Source: an optimization exercise on an open RTL-to-GDS flow (aim: small area and a short achievable clock period). Production flows keep margins and buffers that such runs may drop. At most, simulation tests tie the RTL to the original design; equivalence was not proved. No functional check of the RTL was part of run 2. Power is estimated from default activity; no workload was simulated.

## flow/design.v (module list and top-level ports; edited modules follow where they fit)
// module user_logic: 1150 lines
// module fa: 4 lines
module user_logic
(
  Bus2IP_Clk,
  Bus2IP_Reset,
  Bus2IP_Data,
  Bus2IP_BE,
  Bus2IP_RdCE,
  Bus2IP_WrCE,
  IP2Bus_Data,
  IP2Bus_RdAck,
  IP2Bus_WrAck,
  IP2Bus_Error
);
  // ...
==> flow/run.sh <==
#!/bin/bash
# synth_recipe.tcl (not shown) runs the flow's synth.tcl, then flattens the netlist and writes it again
# the make line also repeats each setting of config.mk as NAME=value (left out here)
make -C /OpenROAD-flow-scripts/flow DESIGN_CONFIG=/design/flow/config.mk WORK_HOME=/design/flow/orfs CLKGATE_MAP_FILE= SYNTH_SCRIPT=/design/flow/synth_recipe.tcl finish
==> flow/config.mk <==
export PLATFORM = sky130hd
export DESIGN_NAME = user_logic
export DESIGN_NICKNAME = user_logic
export VERILOG_FILES = /design/flow/design.v
export SDC_FILE = /design/flow/constraint.sdc
export NUM_CORES = 4
export LEC_CHECK = 0
export ABC_AREA = 1
export CAP_MARGIN = 20
export CORE_MARGIN = 2
export CORE_UTILIZATION = 40
export SETUP_SLACK_MARGIN = 4
export SLEW_MARGIN = 20
export SYNTH_HIERARCHICAL = 1
export SYNTH_MINIMUM_KEEP_SIZE = 0
export TNS_END_PERCENT = 5
==> flow/constraint.sdc <==
create_clock -name core_clock -period 8.5 [get_ports {Bus2IP_Clk}]
set_input_delay 1.7000 -clock core_clock [delete_from_list [all_inputs] [get_ports {Bus2IP_Clk}]]
set_output_delay 1.7000 -clock core_clock [all_outputs]
set_load 0.01 [all_outputs]
==> impl_metrics.ini, run 1 <==
[status]
outcome = timing/DRC/antenna clean

[timing]
fin_skew_ns = 0.0149
slew_violations = 0
finalCritPeriodShare_pct = 53.3
fin_tns_setup_ns = 0

[cells_and_area]
largest_class = multi-input gates
nets = 1930
inverters = 124
seq_cell_count = 158
num-nonclk-buffers = 120
nonClkBufAreaFrac_pct = 6.63
design_area_um2 = 17200

[grt]
grtUsageMet1_pct = 34.2
grt_pass1_wl_um = 78100

[worst_setup_path]
worstPathRequired_ns = 6.80
reg2reg_depth = 13
cp-start-kind = input pin
critical-path-top-delay-family = buffers and inverters
cp_num_buf_inv = 6

[drt]
wl_per_cell_um = 23.5
route.detailed.drc = 0
highest_layer = met4

[synthesis]
synthCells = 1650
yosysWarnings = 7
synthMuxAreaShare_pct = 0

[clock_network]
post_cts_resized = 191
tritoncts = done
ctsLongestPathBuffers = 2
cts_hold_buf = 0
post_cts_buffers = 6

[pwr]
p_leak_uw = 0.00853
p_switching_uw = 1020
power_frac_seq_pct = 35.7

[die]
die_h_um = 199
row_count = 71
start_util_pct = 40.5

[placement]
hpwl_um = 33700

[min_path]
hold_path_startpoint = t0_0
==> run 2, diff against run 1 <==
--- a/flow/design.v
+++ b/flow/design.v
@@ -1129,25 +1129,19 @@
   wire adP30_0 = adP30_28 & adP27_0;
   wire [31:0] psum = {(adp31 ^ adg30_0), (adp30 ^ adg29_0), (adp29 ^ adg28_0), (adp28 ^ adg27_0), (adp27 ^ adg26_0), (adp26 ^ adg25_0), (adp25 ^ adg24_0), (adp24 ^ adg23_0), (adp23 ^ adg22_0), (adp22 ^ adg21_0), (adp21 ^ adg20_0), (adp20 ^ adg19_0), (adp19 ^ adg18_0), (adp18 ^ adg17_0), (adp17 ^ adg16_0), (adp16 ^ adg15_0), (adp15 ^ adg14_0), (adp14 ^ adg13_0), (adp13 ^ adg12_0), (adp12 ^ adg11_0), (adp11 ^ adg10_0), (adp10 ^ adg9_0), (adp9 ^ adg8_0), (adp8 ^ adg7_0), (adp7 ^ adg6_0), (adp6 ^ adg5_0), (adp5 ^ adg4_0), (adp4 ^ adg3_0), (adp3 ^ adg2_0), (adp2 ^ adg1_0), (adp1 ^ adg0_0), (adp0)};
   wire [31:0] pnext = (Bus2IP_Reset | rst_d) ? 32'd0 : psum;
   always @(posedge Bus2IP_Clk) begin
     rst_d <= Bus2IP_Reset;
     for (k = 0; k < 32; k = k + 1)
       slv_reg2[k] <= pnext[31-k];
   end
-  reg [0:31] rdata;
-  always @(*) begin
-    case (Bus2IP_RdCE)
-      3'b100:  rdata = slv_reg0;
-      3'b010:  rdata = slv_reg1;
-      3'b001:  rdata = slv_reg2;
-      default: rdata = 32'd0;
-    endcase
-  end
+  wire rd0 = Bus2IP_RdCE[0], rd1 = Bus2IP_RdCE[1], rd2 = Bus2IP_RdCE[2];
+  wire rdv = (rd0 ^ rd1 ^ rd2) & ~(rd0 & rd1);
+  wire [0:31] rdata = {32{rdv}} & (({32{rd0}} & slv_reg0) | ({32{rd1}} & slv_reg1) | ({32{rd2}} & slv_reg2));
   assign IP2Bus_Data  = rdata;
   assign IP2Bus_RdAck = |Bus2IP_RdCE;
   assign IP2Bus_WrAck = |Bus2IP_WrCE;
   assign IP2Bus_Error = 1'b0;
 endmodule
 module fa (input a, input b, input c, output s, output co);
   assign s  = a ^ b ^ c;
   assign co = (a & b) | (a & c) | (b & c);
==> run 2 against run 1 <==
Effect of this change: power fell by 16%; hold slack better by 0.0061 ns; combinational power shrank 33%; fmax down 3.8%; sequential share of layout area fell by 0.31 points; via count is 2.2% higher; critical path depth up 1; cell count up 1.8%; count of clock-buffer cells in the layout is 1 lower; critical endpoint is now IP2Bus_Data[3]; largest cell class unchanged; largest power group unchanged.
==> impl_metrics.ini, run 2 <==
[status]
outcome = timing/DRC/antenna clean

[die]
die_w_um = 200
io-pin-count = 79
die_area_um2 = 40100
design.core.area_um2 = 37800
die_h_um = 200
row_count = 71
start_util_pct = 40.7

[worst_setup_path]
cp_num_buf_inv = 5
timing.rr.end = t19_0
critPathMaxStageDelay_ns = 0.25
crit_type = in -> out
rrSetupSlack_ns = 3.96
reg2reg_depth = 11
cp-start-kind = input pin
startpoint = Bus2IP_RdCE[0]
worstPathRequired_ns = 6.80
crit_slowest_cell = ha_4
reg2reg_from = slv_reg1[24]
critical-path-top-delay-family = buffers and inverters
crit_chain = buf_8 > ha_4 > a21oi_4 > buf_12 > buf_8 > o21ai_4 > buf_12 > a31oi_1 > buf_2
crit_arrival_ns = 3.01
cp-end-kind = primary output
cp_max_fo = 4

[drt]
ant_nets = 0
route.detailed.drc = 0
wl_um = 52600
viasPerCell = 5.93
drt_iter0_markers = 1406
num_vias = 13100
first_pass_iters = 8
wl_per_cell_um = 23.9

[flow_run]
max-cap-violations = 0

[cells_and_area]
diodes = 0
reg_top3 = slv_reg0: 32 flops, slv_reg1: 32 flops, slv_reg2: 32 flops
layout_commonest_cell = xor2_1
drive_above_1_share_pct = 11.3
nets = 1972
syn2layout_area_growth_pct = 13.3
fillerInstances = 3628
final_cell_mix = xor2_1, o22ai_1, fa_1

[clock_network]
tritoncts = done
cts_root_buffer = clkbuf_16
clock_latency_ns = 0.45
cts_hold_buf = 0
cts_buffers = 17
clkSinkCount = 158
clkSlewWorstSetupHoldPaths_ns = 0.07
htreeDepth = 4
ctsLongestPathBuffers = 2

[timing]
setup_viol = 0
timing.fmax_mhz = 212
fin_tns_setup_ns = 0
fin_ws_ns = 3.79
slew_violations = 0
rsz0062_at_grt = true
slew_headroom_pct = 28.9
worst_pin_slew_ns = 1.06
finalHoldViolCount = 0
finalCritPeriodShare_pct = 55.4
finalCriticalPeriod_ns = 4.71
fin_skew_ns = 0.0100

[pwr]
finalPower_uw = 2240
p_leak_uw = 0.00854
power_density_nw_per_um2 = 128
ir_drop_mv = 0.143

[min_path]
hold_path_end = slv_reg2[31]
hold_path_startpoint = t0_0
worstHoldPathCells = 2
min_path_type = reg -> reg

[synthesis]
syn_nets = 1979
yosysWarnings = 7
synth_seq_cells = 158
synth_ff_type = dfxtp_1
synth_async_sr_flop_share_pct = 0
synthTopCellsByCount = xor2_1, o22ai_1, fa_1, nand2_1, dfxtp_1
yosysTopAreaCell = fa_1
synthCells = 1686
netlist_area_um2 = 15400
synth-edff-count = 0
avgSynthCellArea_um2 = 9.15
yosysMostFrequentCell = xor2_1
yosysSeqAreaShare_pct = 20.5
synth_top_area_share_pct = 30.1
synth_cell_types = 39
netlist_top_cells_area = fa_1, dfxtp_1, xor2_1, o22ai_1, nand2_1

[grt]
grt_pass1_vias = 13500
grt.total_usage_pct = 26.1
grt_pass1_wl_um = 80900
overflow = 0
grt_antenna_before_repair = 0
grt_max_degree = 67

[placement]
port_buffers = 77
dpl_worst_slack_ns = 2.76
hpwl_um = 33400
gp_congestion = 0.859
[run 2: area by class of cell]
cell class	instances	area (µm²)	area share [%]
Clock buffer	20	457	2.61
Sequential cell	158	3170	18.2
Tap cell	511	639	3.66
Clock inverter	12	101	0.580
Inverter	95	360	2.06
Multi-Input combinational cell	1283	11600	66.1
Timing Repair Buffer	124	1190	6.82
[run 2: routing by layer]
layer	part of all wire (%)	up-vias	track usage, %
li1	-	5620	-
met1	42	6538	35.6
met2	45	783	40.3
met3	9.5	118	6.20
met4	2.9	0	9.74
met5	0	-	0
[run 2: worst max path at each step]
stage / endpoint / cells after the start
after floorplan: IP2Bus_Data[10] / 5
after global placement: IP2Bus_Data[20] / 5
after detailed placement: IP2Bus_Data[19] / 5
after CTS: IP2Bus_Data[8] / 9
after global routing: IP2Bus_Data[17] / 9
final: IP2Bus_Data[3] / 9
[run 2: timing repair]
| action | in CTS | in global routing |
|---|---|---|
| pin swaps | 4 | 0 |
| cloned | 4 | 1 |
| setup buffers | 19 | 0 |
| endpoints found under the setup margin | 69 | 53 |
| gates resized for setup | 188 | 22 |
[run 2: power breakdown]
| group | internal, µW | switching [µW] | total (µW) |
|---|---|---|---|
| logic | 244 | 376 | 621 |
| registers | 817 | 48.7 | 866 |
| clock network | 396 | 353 | 749 |
[run 2: tightest hold or removal path, stage by stage (launching register included)]
cell and delay (ns):
dfxtp_1 0.31, inv_1 0.05, nor2_1 0.04
[run 2: per-stage QoR]
stage	std cells	instance area [µm²]	utilization [%]	hold WS, ns
floorplan	1686	15400	-	0.394
global placement	2147	16400	43.4	0.427
detailed placement	2147	16400	43.4	0.423
CTS	2202	17400	45.9	0.438
global route	2203	17500	46.2	0.470
finish	2203	17500	46.2	0.430
[run 2: cell families (layout without fill, tap and decap cells)]
logic type               count (synthesis)  count (layout)  share of synthesized area, %
flip-flops                             158             158                          20.5
AO/OA/AOI/OAI                          392             394                          16.1
buffers and inverters                  248             251                          6.24
XOR/XNOR                               263             263                          14.9
multiplexers                            14              15                          1.02
AND/OR/NAND/NOR                        361             361                          9.65
adder cells (fa/ha/maj)                249             249                          31.5
other                                    1               1                        0.0243
[run 2: per-module statistics from Yosys (local to each module, per instance)]
module	flip-flops and latches	times used	cell area, µm²
user_logic	158	1	10900
fa	0	224	20.0

-- what the ideal ports hide --
Ports are ideal in the flow. The routed layouts listed here were re-timed in OpenROAD. Step 1: set_driving_cell puts a clkbuf_16 on Bus2IP_Clk and a buf_2 on each other input, an assumption about the parent block. Step 2, shift: input delay + t, output delay - t, t = (earliest + latest rising clock arrival at the registers) / 2. This alone moves slack from input paths to output paths. Slacks: no drivers / after step 1 / after step 2; pairs: no drivers / after step 1.
run	t (ns)	setup slack, ns	hold slack, ns	slew at the worst register clock pin (ns)	cell pins on the clock port's net
run 1	0.502	3.968 / 3.947 / 3.947	0.423 / 0.423 / 0.423	0.08 / 0.08	1
run 2	0.496	3.788 / 3.749 / 3.749	0.430 / 0.430 / 0.430	0.07 / 0.07	1
After both steps setup and hold are still met in every run listed. For run 2, which loses most, drivers alone change the setup slack by -0.039 ns; drivers and shift together by -0.039 ns.
